Background: an optimization exercise with open tools, aiming at small area, a short achievable clock period and few clock cycles. Do not read the settings as production practice. The RTL was checked by simulation tests, not by an equivalence proof against the original design.

==> inputs of 11-05 <==
==> flow/design.v <==
`timescale 1ns/1ns
module mips_top (
    input           clk,
    input           rst,
    output  [31:0]  imem_addr,
    input   [31:0]  imem_data,
    output          wb_en,
    output  [4:0]   wb_reg,
    output  [31:0]  wb_data);
    reg  [31:0] pc;
    reg         e_we, e_br;
    reg  [4:0]  e_dst;
    reg  [1:0]  e_op;            
    reg  [31:0] e_a, e_b, e_tgt;
    reg         e_fa, e_fb;      
    reg         w_en;
    reg  [4:0]  w_reg;
    reg  [31:0] w_data;
    reg  [31:0] rf [0:31];
    reg  [31:0] rf_v;
    wire [31:0] a = e_fa ? w_data : e_a;
    wire [31:0] b = e_fb ? w_data : e_b;
    wire [31:0] sum = a + ((e_op == 2'd1) ? ~b : b) + {31'd0, e_op == 2'd1};
    reg  [31:0] res;
    always @(*) begin
        case (e_op)
            2'd2:    res = a & b;
            2'd3:    res = a | b;
            default: res = sum;
        endcase
    end
    wire taken_e = e_br && (a == b);
    wire [31:0] ins = imem_data;
    wire [5:0]  op  = ins[31:26];
    wire [4:0]  rs  = ins[25:21];
    wire [4:0]  rt  = ins[20:16];
    wire [4:0]  rd  = ins[15:11];
    wire [31:0] imm = {{16{ins[15]}}, ins[15:0]};
    wire is_r    = (op == 6'b000000);
    wire is_addi = (op == 6'b001000);
    wire is_beq  = (op == 6'b000100);
    wire same    = (rs == rt);
    wire br_u    = is_beq && same;                           
    wire br_c    = is_beq && !same && (ins[15:0] != 16'd0);  
    wire [31:0] pc1 = pc + 32'd1;
    wire [31:0] tgt = pc1 + {imm[29:0], 2'b00};
    reg [31:0] ra, rb;
    integer k;
    always @(*) begin
        ra = 32'd0; rb = 32'd0;
        for (k = 0; k < 32; k = k + 1) begin
            ra = ra | (((rs == k) && rf_v[k]) ? rf[k] : 32'd0);
            rb = rb | (((rt == k) && rf_v[k]) ? rf[k] : 32'd0);
        end
    end
    wire [31:0] da = (w_en && w_reg == rs) ? w_data : ra;
    wire [31:0] db = (w_en && w_reg == rt) ? w_data : rb;
    always @(posedge clk or posedge rst) begin
        if (rst) begin
            pc   <= 32'd0;
            e_we <= 1'b0;
            e_br <= 1'b0;
            w_en <= 1'b0;
            rf_v <= 32'd0;
        end else begin
            pc   <= taken_e ? e_tgt : (br_u ? tgt : pc1);
            e_we <= !taken_e && (is_r || is_addi);
            e_br <= !taken_e && br_c;
            w_en <= e_we;
            if (w_en) rf_v[w_reg] <= 1'b1;
        end
    end
    always @(posedge clk) begin
        e_dst  <= is_r ? rd : rt;
        e_op   <= is_r ? ins[2:1] : 2'd0;
        e_a    <= da;
        e_b    <= is_addi ? imm : db;
        e_tgt  <= tgt;
        e_fa   <= e_we && (e_dst == rs);
        e_fb   <= e_we && (e_dst == rt) && !is_addi;
        w_reg  <= e_dst;
        w_data <= res;
        if (w_en) rf[w_reg] <= w_data;
    end
    assign imem_addr = pc;
    assign wb_en     = w_en;
    assign wb_reg    = w_reg;
    assign wb_data   = w_data;
endmodule
==> flow/run.sh <==
#!/bin/bash
# synth_recipe.tcl (not shown) runs the flow's synth.tcl, then flattens the netlist and writes it again
# the make line also repeats each setting of config.mk as NAME=value (left out here)
make -C /OpenROAD-flow-scripts/flow DESIGN_CONFIG=/design/flow/config.mk WORK_HOME=/design/flow/orfs CLKGATE_MAP_FILE= SYNTH_SCRIPT=/design/flow/synth_recipe.tcl finish
==> flow/config.mk <==
export PLATFORM = sky130hd
export DESIGN_NAME = mips_top
export DESIGN_NICKNAME = mips_top
export VERILOG_FILES = /design/flow/design.v
export SDC_FILE = /design/flow/constraint.sdc
export NUM_CORES = 4
export LEC_CHECK = 0
export CAP_MARGIN = 20
export CORE_MARGIN = 2
export CORE_UTILIZATION = 40
export PLACE_DENSITY = 0.6
export SLEW_MARGIN = 20
==> flow/constraint.sdc <==
create_clock -name core_clock -period 8.0 [get_ports {clk}]
set_input_delay 1.6000 -clock core_clock [delete_from_list [all_inputs] [get_ports {clk}]]
set_output_delay 1.6000 -clock core_clock [all_outputs]
set_load 0.01 [all_outputs]
==> inputs of 06-21, as changes to 11-05 <==
==> flow/design.v (replaced) <==
`timescale 1ns/1ns
module add_sk #(parameter W = 32, parameter L = 5) (
    input  [W-1:0] a, b,
    input          ci,
    output [W-1:0] s);
    wire [W-1:0] p = a ^ b;
    wire [W-1:0] g = {a[W-1:1] & b[W-1:1], (a[0] & b[0]) | (p[0] & ci)};
    wire [W-1:0] gg [0:L];
    wire [W-1:0] pp [0:L];
    assign gg[0] = g;
    assign pp[0] = p;
    genvar l, i;
    generate
        for (l = 0; l < L; l = l + 1) begin : lv
            for (i = 0; i < W; i = i + 1) begin : bt
                if ((i >> l) & 1) begin : m
                    assign gg[l+1][i] = gg[l][i] | (pp[l][i] & gg[l][((i >> l) << l) - 1]);
                    assign pp[l+1][i] = pp[l][i] & pp[l][((i >> l) << l) - 1];
                end else begin : k
                    assign gg[l+1][i] = gg[l][i];
                    assign pp[l+1][i] = pp[l][i];
                end
            end
        end
    endgenerate
    assign s = p ^ {gg[L][W-2:0], ci};
endmodule
module mips_top (
    input           clk,
    input           rst,
    output  [31:0]  imem_addr,
    input   [31:0]  imem_data,
    output          wb_en,
    output  [4:0]   wb_reg,
    output  [31:0]  wb_data);
    reg  [31:0] pc;
    reg         e_we, e_br;
    reg  [4:0]  e_dst;
    reg         e_sub, e_log, e_and;     
    reg  [31:0] e_a, e_b, e_tgt;
    reg         e_fa, e_fb;              
    reg         w_en;
    reg  [4:0]  w_reg;
    reg  [31:0] w_data;
    reg  [31:0] rf [0:31];
    reg  [31:0] rf_v;
    wire [31:0] a = e_fa ? w_data : e_a;
    wire [31:0] b = e_fb ? w_data : e_b;
    wire [31:0] sum;
    add_sk #(32, 5) alu_add (.a(a), .b(b ^ {32{e_sub}}), .ci(e_sub), .s(sum));
    wire [31:0] lres = e_and ? (a & b) : (a | b);
    wire [31:0] res  = e_log ? lres : sum;
    wire taken_e = e_br && (a == b);
    wire [31:0] ins = imem_data;
    wire [5:0]  op  = ins[31:26];
    wire [4:0]  rs  = ins[25:21];
    wire [4:0]  rt  = ins[20:16];
    wire [4:0]  rd  = ins[15:11];
    wire [31:0] imm = {{16{ins[15]}}, ins[15:0]};
    wire is_r    = (op == 6'b000000);
    wire is_addi = (op == 6'b001000);
    wire is_beq  = (op == 6'b000100);
    wire same    = (rs == rt);
    wire br_u    = is_beq && same;                           
    wire br_c    = is_beq && !same && (ins[15:0] != 16'd0);  
    wire [31:0] pc1 = pc + 32'd1;
    wire [13:0] hi_p = pc1[31:18] + 14'd1;
    wire [13:0] hi_m = pc1[31:18] - 14'd1;
    wire [16:0] lo;
    add_sk #(17, 5) tgt_add (.a({1'b0, pc1[17:2]}), .b({1'b0, ins[15:0]}), .ci(1'b0), .s(lo));
    wire [13:0] hi = ins[15] ? (lo[16] ? pc1[31:18] : hi_m)
                             : (lo[16] ? hi_p : pc1[31:18]);
    wire [31:0] tgt = {hi, lo[15:0], pc1[1:0]};
    wire [31:0] wsel = w_en ? (32'd1 << w_reg) : 32'd0;
    wire byp_a = w_en && (w_reg == rs);
    wire byp_b = w_en && (w_reg == rt);
    reg [31:0] da, db;
    integer k;
    always @(*) begin
        da = byp_a ? w_data : 32'd0;
        db = byp_b ? w_data : 32'd0;
        for (k = 0; k < 32; k = k + 1) begin
            da = da | (((rs == k) && rf_v[k] && !wsel[k]) ? rf[k] : 32'd0);
            db = db | (((rt == k) && rf_v[k] && !wsel[k]) ? rf[k] : 32'd0);
        end
    end
    always @(posedge clk or posedge rst) begin
        if (rst) begin
            pc   <= 32'd0;
            e_we <= 1'b0;
            e_br <= 1'b0;
            w_en <= 1'b0;
            rf_v <= 32'd0;
        end else begin
            pc   <= taken_e ? e_tgt : (br_u ? tgt : pc1);
            e_we <= !taken_e && (is_r || is_addi);
            e_br <= !taken_e && br_c;
            w_en <= e_we;
            rf_v <= rf_v | wsel;
        end
    end
    always @(posedge clk) begin
        e_dst  <= is_r ? rd : rt;
        e_sub  <= is_r && (ins[2:1] == 2'd1);
        e_log  <= is_r && ins[2];
        e_and  <= !ins[1];
        e_a    <= da;
        e_b    <= is_addi ? imm : db;
        e_tgt  <= tgt;
        e_fa   <= e_we && (e_dst == rs);
        e_fb   <= e_we && (e_dst == rt) && !is_addi;
        w_reg  <= e_dst;
        w_data <= res;
        if (w_en) rf[w_reg] <= w_data;
    end
    assign imem_addr = pc;
    assign wb_en     = w_en;
    assign wb_reg    = w_reg;
    assign wb_data   = w_data;
endmodule
==> flow/flow/run.sh (new file) <==
#!/bin/bash
# The standard layout (standard.sh: the standard flow's own synthesis, floorplan, power
# grid, placement, CTS and routing), with one change: the buffers that
# placement puts on every input and output port are sky130_fd_sc_hd__buf_4
# cells, which timing repair can resize, instead of the default delay-cell
# buffer. The make output goes to standard.log; each ORFS step keeps its own
# log under orfs/logs/.
set -euo pipefail
export BUFFER_PORTS_ARGS="-buffer_cell sky130_fd_sc_hd__buf_4"
bash standard.sh > standard.log 2>&1
==> flow/standard.sh (new file) <==
#!/bin/bash
# synth_recipe.tcl (not shown) runs the flow's synth.tcl, then flattens the netlist and writes it again
# the make line also repeats each setting of config.mk as NAME=value (left out here)
make -C /OpenROAD-flow-scripts/flow DESIGN_CONFIG=/design/flow/config.mk WORK_HOME=/design/flow/orfs CLKGATE_MAP_FILE= SYNTH_SCRIPT=/design/flow/synth_recipe.tcl "${@:-finish}"
--- a/flow/config.mk
+++ b/flow/config.mk
@@ -7,6 +7,10 @@
 export LEC_CHECK = 0
 export CAP_MARGIN = 20
 export CORE_MARGIN = 2
-export CORE_UTILIZATION = 40
-export PLACE_DENSITY = 0.6
+export CORE_UTILIZATION = 55
+export CTS_BUF_LIST = sky130_fd_sc_hd__clkbuf_16
+export CTS_CLUSTER_DIAMETER = 70
+export CTS_CLUSTER_SIZE = 25
+export PLACE_DENSITY = 0.7
+export SETUP_SLACK_MARGIN = 4.6
 export SLEW_MARGIN = 20
removed: flow/run.sh
==> summary.txt <==
Register-to-register slack: 11-05 is worse than 06-21 (1.4 ns).
Against 11-05, the final cell count of 06-21 is lower by 9.8%.
Between 06-21 and 11-05, the lower clock skew is in 06-21 (gap 0.0051 ns).
Against 06-21, the non-clock buffer count of 11-05 is lower by 85.
Testbench counts of 11-05, summed over its fixed seeds: cycles 17,895.
Testbench counts of 06-21, summed over its fixed seeds: cycles 17,895.

========
==> run Y: inputs <==
mips_top, a different RTL version from the one above (not shown whole).
==> module mips_top, before the edit <==
module mips_top (
    input           clk,
    input           rst,
    output  [31:0]  imem_addr,
    input   [31:0]  imem_data,
    output          wb_en,
    output  [4:0]   wb_reg,
    output  [31:0]  wb_data);
    reg  [31:0] pc;
    reg         e_we, e_br;
    reg  [4:0]  e_dst;
    reg         e_sub, e_log, e_and;     
    reg  [31:0] e_a, e_b, e_tgt;
    reg         e_fa, e_fb;              
    reg         w_en;
    reg  [4:0]  w_reg;
    reg  [31:0] w_data;
    reg  [31:0] rf [0:31];
    reg  [31:0] rf_v;
    wire [31:0] a = e_fa ? w_data : e_a;
    wire [31:0] b = e_fb ? w_data : e_b;
    wire [31:0] sum;
    add_sk #(32, 5) alu_add (.a(a), .b(b ^ {32{e_sub}}), .ci(e_sub), .s(sum));
    wire [31:0] lres = e_and ? (a & b) : (a | b);
    wire [31:0] res  = e_log ? lres : sum;
    wire taken_e = e_br && (a == b);
    wire [31:0] ins = imem_data;
    wire [5:0]  op  = ins[31:26];
    wire [4:0]  rs  = ins[25:21];
    wire [4:0]  rt  = ins[20:16];
    wire [4:0]  rd  = ins[15:11];
    wire [31:0] imm = {{16{ins[15]}}, ins[15:0]};
    wire is_r    = (op == 6'b000000);
    wire is_addi = (op == 6'b001000);
    wire is_beq  = (op == 6'b000100);
    wire same    = (rs == rt);
    wire br_u    = is_beq && same;                           
    wire br_c    = is_beq && !same && (ins[15:0] != 16'd0);  
    wire [31:0] pc1 = pc + 32'd1;
    wire [13:0] hi_p = pc1[31:18] + 14'd1;
    wire [13:0] hi_m = pc1[31:18] - 14'd1;
    wire [16:0] lo;
    add_sk #(17, 5) tgt_add (.a({1'b0, pc1[17:2]}), .b({1'b0, ins[15:0]}), .ci(1'b0), .s(lo));
    wire [13:0] hi = ins[15] ? (lo[16] ? pc1[31:18] : hi_m)
                             : (lo[16] ? hi_p : pc1[31:18]);
    wire [31:0] tgt = {hi, lo[15:0], pc1[1:0]};
    wire [31:0] wsel = w_en ? (32'd1 << w_reg) : 32'd0;
    wire byp_a = w_en && (w_reg == rs);
    wire byp_b = w_en && (w_reg == rt) && !is_addi;
    reg [31:0] da, db;
    integer k;
    always @(*) begin
        da = byp_a ? w_data : 32'd0;
        db = (byp_b ? w_data : 32'd0) | (is_addi ? imm : 32'd0);
        for (k = 0; k < 32; k = k + 1) begin
            da = da | (((rs == k) && rf_v[k] && !wsel[k]) ? rf[k] : 32'd0);
            db = db | (((rt == k) && rf_v[k] && !wsel[k] && !is_addi) ? rf[k] : 32'd0);
        end
    end
    always @(posedge clk or posedge rst) begin
        if (rst) begin
            pc   <= 32'd0;
            e_we <= 1'b0;
            e_br <= 1'b0;
            w_en <= 1'b0;
            rf_v <= 32'd0;
        end else begin
            pc   <= taken_e ? e_tgt : (br_u ? tgt : pc1);
            e_we <= !taken_e && (is_r || is_addi);
            e_br <= !taken_e && br_c;
            w_en <= e_we;
            rf_v <= rf_v | wsel;
        end
    end
    always @(posedge clk) begin
        e_dst  <= is_r ? rd : rt;
        e_sub  <= is_r && (ins[2:1] == 2'd1);
        e_log  <= is_r && ins[2];
        e_and  <= !ins[1];
        e_a    <= da;
        e_b    <= db;
        e_tgt  <= tgt;
        e_fa   <= e_we && (e_dst == rs);
        e_fb   <= e_we && (e_dst == rt) && !is_addi;
        w_reg  <= e_dst;
        w_data <= res;
        if (w_en) rf[w_reg] <= w_data;
    end
    assign imem_addr = pc;
    assign wb_en     = w_en;
    assign wb_reg    = w_reg;
    assign wb_data   = w_data;
endmodule
Settings: LEC_CHECK=0, CAP_MARGIN=20, CORE_MARGIN=2, CORE_UTILIZATION=40, PLACE_DENSITY=0.6, SETUP_SLACK_MARGIN=4.0, SLEW_MARGIN=20; clock period 8.0 ns.
run.sh (not shown) runs the stock make flow with config.mk's settings and CLKGATE_MAP_FILE= SYNTH_SCRIPT=/design/flow/synth_recipe.tcl, a recipe that flattens the netlist after the stock synthesis.
Stock flow here: none of the scripts above is used.
==> run Z (differences from run Y) <==
--- a/flow/design.v
+++ b/flow/design.v
@@ -73,15 +73,15 @@
     wire [31:0] tgt = {hi, lo[15:0], pc1[1:0]};
     wire [31:0] wsel = w_en ? (32'd1 << w_reg) : 32'd0;
     wire byp_a = w_en && (w_reg == rs);
-    wire byp_b = w_en && (w_reg == rt) && !is_addi;
+    wire byp_b = w_en && (w_reg == rt);
     reg [31:0] da, db;
     integer k;
     always @(*) begin
         da = byp_a ? w_data : 32'd0;
-        db = (byp_b ? w_data : 32'd0) | (is_addi ? imm : 32'd0);
+        db = byp_b ? w_data : 32'd0;
         for (k = 0; k < 32; k = k + 1) begin
             da = da | (((rs == k) && rf_v[k] && !wsel[k]) ? rf[k] : 32'd0);
-            db = db | (((rt == k) && rf_v[k] && !wsel[k] && !is_addi) ? rf[k] : 32'd0);
+            db = db | (((rt == k) && rf_v[k] && !wsel[k]) ? rf[k] : 32'd0);
         end
     end
     always @(posedge clk or posedge rst) begin
@@ -105,7 +105,7 @@
         e_log  <= is_r && ins[2];
         e_and  <= !ins[1];
         e_a    <= da;
-        e_b    <= db;
+        e_b    <= is_addi ? imm : db;
         e_tgt  <= tgt;
         e_fa   <= e_we && (e_dst == rs);
         e_fb   <= e_we && (e_dst == rt) && !is_addi;
==> flow/flow/run.sh (new file) <==
#!/bin/bash
# The standard layout (standard.sh: the standard flow's own synthesis, floorplan, power
# grid, placement, CTS and routing), with one change: the buffers that
# placement puts on every input and output port are sky130_fd_sc_hd__buf_4
# cells, which timing repair can resize, instead of the default delay-cell
# buffer. The make output goes to standard.log; each ORFS step keeps its own
# log under orfs/logs/.
set -euo pipefail
export BUFFER_PORTS_ARGS="-buffer_cell sky130_fd_sc_hd__buf_4"
bash standard.sh > standard.log 2>&1
==> flow/standard.sh (new file) <==
#!/bin/bash
# synth_recipe.tcl (not shown) runs the flow's synth.tcl, then flattens the netlist and writes it again
# the make line also repeats each setting of config.mk as NAME=value (left out here)
make -C /OpenROAD-flow-scripts/flow DESIGN_CONFIG=/design/flow/config.mk WORK_HOME=/design/flow/orfs CLKGATE_MAP_FILE= SYNTH_SCRIPT=/design/flow/synth_recipe.tcl "${@:-finish}"
CTS_BUF_LIST = sky130_fd_sc_hd__clkbuf_16   (was not set)
CTS_CLUSTER_DIAMETER = 70   (was not set)
CTS_CLUSTER_SIZE = 25   (was not set)
SETUP_SLACK_MARGIN = 4.5   (was 4.0)
removed: flow/run.sh
==> run H (differences from run Y) <==
--- a/flow/design.v
+++ b/flow/design.v
@@ -73,15 +73,15 @@
     wire [31:0] tgt = {hi, lo[15:0], pc1[1:0]};
     wire [31:0] wsel = w_en ? (32'd1 << w_reg) : 32'd0;
     wire byp_a = w_en && (w_reg == rs);
-    wire byp_b = w_en && (w_reg == rt) && !is_addi;
+    wire byp_b = w_en && (w_reg == rt);
     reg [31:0] da, db;
     integer k;
     always @(*) begin
         da = byp_a ? w_data : 32'd0;
-        db = (byp_b ? w_data : 32'd0) | (is_addi ? imm : 32'd0);
+        db = byp_b ? w_data : 32'd0;
         for (k = 0; k < 32; k = k + 1) begin
             da = da | (((rs == k) && rf_v[k] && !wsel[k]) ? rf[k] : 32'd0);
-            db = db | (((rt == k) && rf_v[k] && !wsel[k] && !is_addi) ? rf[k] : 32'd0);
+            db = db | (((rt == k) && rf_v[k] && !wsel[k]) ? rf[k] : 32'd0);
         end
     end
     always @(posedge clk or posedge rst) begin
@@ -105,7 +105,7 @@
         e_log  <= is_r && ins[2];
         e_and  <= !ins[1];
         e_a    <= da;
-        e_b    <= db;
+        e_b    <= is_addi ? imm : db;
         e_tgt  <= tgt;
         e_fa   <= e_we && (e_dst == rs);
         e_fb   <= e_we && (e_dst == rt) && !is_addi;
==> flow/flow/run.sh (new file) <==
#!/bin/bash
# The standard layout (standard.sh: the standard flow's own synthesis, floorplan, power
# grid, placement, CTS and routing), with one change: the buffers that
# placement puts on every input and output port are sky130_fd_sc_hd__buf_4
# cells, which timing repair can resize, instead of the default delay-cell
# buffer. The make output goes to standard.log; each ORFS step keeps its own
# log under orfs/logs/.
set -euo pipefail
export BUFFER_PORTS_ARGS="-buffer_cell sky130_fd_sc_hd__buf_4"
bash standard.sh > standard.log 2>&1
==> flow/standard.sh (new file) <==
#!/bin/bash
# synth_recipe.tcl (not shown) runs the flow's synth.tcl, then flattens the netlist and writes it again
# the make line also repeats each setting of config.mk as NAME=value (left out here)
make -C /OpenROAD-flow-scripts/flow DESIGN_CONFIG=/design/flow/config.mk WORK_HOME=/design/flow/orfs CLKGATE_MAP_FILE= SYNTH_SCRIPT=/design/flow/synth_recipe.tcl "${@:-finish}"
CTS_BUF_LIST = sky130_fd_sc_hd__clkbuf_16   (was not set)
CTS_CLUSTER_DIAMETER = 60   (was not set)
CTS_CLUSTER_SIZE = 20   (was not set)
SETUP_SLACK_MARGIN = 4.5   (was 4.0)
removed: flow/run.sh
==> run X (differences from run Y) <==
--- a/flow/design.v
+++ b/flow/design.v
@@ -50,7 +50,9 @@
     add_sk #(32, 5) alu_add (.a(a), .b(b ^ {32{e_sub}}), .ci(e_sub), .s(sum));
     wire [31:0] lres = e_and ? (a & b) : (a | b);
     wire [31:0] res  = e_log ? lres : sum;
-    wire taken_e = e_br && (a == b);
+    wire eq = (e_fa && e_fb) || (!e_fa && !e_fb && (e_a == e_b)) ||
+              (e_fa && !e_fb && (w_data == e_b)) || (!e_fa && e_fb && (e_a == w_data));
+    wire taken_e = e_br && eq;
     wire [31:0] ins = imem_data;
     wire [5:0]  op  = ins[31:26];
     wire [4:0]  rs  = ins[25:21];
@@ -64,24 +66,25 @@
     wire br_u    = is_beq && same;                           
     wire br_c    = is_beq && !same && (ins[15:0] != 16'd0);  
     wire [31:0] pc1 = pc + 32'd1;
-    wire [13:0] hi_p = pc1[31:18] + 14'd1;
-    wire [13:0] hi_m = pc1[31:18] - 14'd1;
+    wire [13:0] hi_0 = pc[31:18];
+    wire [13:0] hi_p = pc[31:18] + 14'd1;
+    wire [13:0] hi_m = pc[31:18] - 14'd1;
     wire [16:0] lo;
-    add_sk #(17, 5) tgt_add (.a({1'b0, pc1[17:2]}), .b({1'b0, ins[15:0]}), .ci(1'b0), .s(lo));
-    wire [13:0] hi = ins[15] ? (lo[16] ? pc1[31:18] : hi_m)
-                             : (lo[16] ? hi_p : pc1[31:18]);
-    wire [31:0] tgt = {hi, lo[15:0], pc1[1:0]};
+    add_sk #(17, 5) tgt_add (.a({1'b0, pc[17:2]}), .b({1'b0, ins[15:0]}), .ci(pc[1] & pc[0]), .s(lo));
+    wire [13:0] hi = ins[15] ? (lo[16] ? hi_0 : hi_m)
+                             : (lo[16] ? hi_p : hi_0);
+    wire [31:0] tgt = {hi, lo[15:0], pc[1] ^ pc[0], ~pc[0]};
     wire [31:0] wsel = w_en ? (32'd1 << w_reg) : 32'd0;
     wire byp_a = w_en && (w_reg == rs);
-    wire byp_b = w_en && (w_reg == rt) && !is_addi;
+    wire byp_b = w_en && (w_reg == rt);
     reg [31:0] da, db;
     integer k;
     always @(*) begin
         da = byp_a ? w_data : 32'd0;
-        db = (byp_b ? w_data : 32'd0) | (is_addi ? imm : 32'd0);
+        db = byp_b ? w_data : 32'd0;
         for (k = 0; k < 32; k = k + 1) begin
             da = da | (((rs == k) && rf_v[k] && !wsel[k]) ? rf[k] : 32'd0);
-            db = db | (((rt == k) && rf_v[k] && !wsel[k] && !is_addi) ? rf[k] : 32'd0);
+            db = db | (((rt == k) && rf_v[k] && !wsel[k]) ? rf[k] : 32'd0);
         end
     end
     always @(posedge clk or posedge rst) begin
@@ -105,7 +108,7 @@
         e_log  <= is_r && ins[2];
         e_and  <= !ins[1];
         e_a    <= da;
-        e_b    <= db;
+        e_b    <= is_addi ? imm : db;
         e_tgt  <= tgt;
         e_fa   <= e_we && (e_dst == rs);
         e_fb   <= e_we && (e_dst == rt) && !is_addi;
==> flow/flow/run.sh (new file) <==
#!/bin/bash
# The standard layout (standard.sh: the standard flow's own synthesis, floorplan, power
# grid, placement, CTS and routing), with one change: the buffers that
# placement puts on every input and output port are sky130_fd_sc_hd__buf_4
# cells, which timing repair can resize, instead of the default delay-cell
# buffer. The make output goes to standard.log; each ORFS step keeps its own
# log under orfs/logs/.
set -euo pipefail
export BUFFER_PORTS_ARGS="-buffer_cell sky130_fd_sc_hd__buf_4"
bash standard.sh > standard.log 2>&1
==> flow/standard.sh (new file) <==
#!/bin/bash
# synth_recipe.tcl (not shown) runs the flow's synth.tcl, then flattens the netlist and writes it again
# the make line also repeats each setting of config.mk as NAME=value (left out here)
make -C /OpenROAD-flow-scripts/flow DESIGN_CONFIG=/design/flow/config.mk WORK_HOME=/design/flow/orfs CLKGATE_MAP_FILE= SYNTH_SCRIPT=/design/flow/synth_recipe.tcl "${@:-finish}"
CTS_BUF_LIST = sky130_fd_sc_hd__clkbuf_16   (was not set)
CTS_CLUSTER_DIAMETER = 70   (was not set)
CTS_CLUSTER_SIZE = 25   (was not set)
SETUP_SLACK_MARGIN = 4.5   (was 4.0)
removed: flow/run.sh
==> impl_metrics.toml <==
[run_status]
status = "timing/DRC/antenna clean"

[setup_path]
worst-path-stages = 10
cp.arrival_ns = 4.77
crit_chain = "clkdlybuf4s15_1 > nand2b_1 > or3b_2 > nor3_2 > buf_6 > a22o_1 > a221oi_1 > nand4_1 > nor3_1 > nand2_1"

[clock_tree]
numCtsBuffers = 130
htree_levels = 4

[global_route]
antenna_found_initial = 13

[timing]
post-route-period-util_pct = 50.5

[route]
first_pass_iters = 14
via_count = 45971

[power_and_ir_drop]
powerSeq_mw = 7.18

[cells_and_area]
nMultiInputCombCells = 2414
the above is filed under run Y

==> impl_metrics.toml <==
[timing]
post-route-period-util_pct = 45.2

[run_status]
status = "timing/DRC/antenna clean"

[clock_tree]
htree_levels = 3
numCtsBuffers = 72

[cells_and_area]
nMultiInputCombCells = 2458

[power_and_ir_drop]
powerSeq_mw = 7.41

[route]
first_pass_iters = 12
via_count = 46159

[setup_path]
crit_chain = "buf_4 > or4_1 > nor2_1 > nand2_4 > buf_6 > nor2_2 > buf_6 > a31oi_1"

[global_route]
antenna_found_initial = 9
the above is filed under run Z

==> impl_metrics.toml <==
[setup_path]
worst-path-stages = 11
cp.arrival_ns = 4.22
crit_chain = "buf_4 > nor2_1 > nand2_1 > nor3_2 > buf_4 > buf_4 > a22o_1 > a221oi_1 > nand4_1 > nor3_1 > a31oi_1"

[cells_and_area]
nMultiInputCombCells = 2458

[clock_tree]
numCtsBuffers = 97
htree_levels = 3

[power_and_ir_drop]
powerSeq_mw = 7.41

[global_route]
antenna_found_initial = 12
busiest_layer = "met2"

[run_status]
status = "timing/DRC/antenna clean"

[synthesis]
ys_top_cells_by_count = "edfxtp_1, a22oi_1, a22o_1"

[route]
first_pass_iters = 11
the above is filed under run H

==> impl_metrics.toml <==
[setup_path]
worst-path-stages = 10
crit_chain = "buf_4 > nand3_1 > nor3_2 > buf_4 > buf_4 > a22o_1 > a221oi_1 > nand4_1 > nor3_1 > a31oi_1"
crit_end = "e_b[21]$_DFF_P_"
cp.arrival_ns = 4.29

[clock_tree]
numCtsBuffers = 73
htree_levels = 3

[run_status]
status = "timing/DRC/antenna clean"

[timing]
post-route-period-util_pct = 46.0

[cells_and_area]
nMultiInputCombCells = 2520
synthToLayoutAreaGrowth_pct = 14.3

[power_and_ir_drop]
powerSeq_mw = 7.18

[route]
via_count = 46280

[global_route]
antenna_found_initial = 10
the above is filed under run X

Testbench counts of run Y, summed over its fixed seeds: cycles 17,895.
Testbench counts of run Z, summed over its fixed seeds: cycles 17,895.
Testbench counts of run H, summed over its fixed seeds: cycles 17,895.
Testbench counts of run X, summed over its fixed seeds: cycles 17,895.

-- what the ideal ports hide --
The results above use ideal ports. As a check the final layouts listed here were re-extracted and re-timed, cells and wires unchanged.
Step 1: set_driving_cell puts a clkbuf_16 on clk and a buf_2 on each other input, an assumption about the parent block.
Step 2 also shifts input and output timing later by t, the mid clock arrival at the registers, as if the neighbouring blocks saw the same clock.
Three values: ideal ports, drivers, drivers and shift; two values: the first two.
| run | shift t [ns] | setup WS [ns] | slew at the worst register clock pin (ns) |
|---|---|---|---|
| 11-05 | 0.871 | 2.967 / 2.967 / 2.178 | 0.07 / 0.07 |
| 06-21 | 0.774 | 4.363 / 4.363 / 3.789 | 0.11 / 0.11 |
| run Y | 0.860 | 3.961 / 4.010 / 3.150 | 0.07 / 0.07 |
| run Z | 0.807 | 4.382 / 4.429 / 3.632 | 0.11 / 0.11 |
| run H | 0.786 | 4.377 / 4.408 / 3.623 | 0.09 / 0.09 |
| run X | 0.811 | 4.321 / 4.375 / 3.563 | 0.11 / 0.11 |
After both steps setup and hold are still met in every run listed. The setup slack of run Y, which loses most, moves by +0.049 ns with the drivers and by -0.811 ns with both steps.
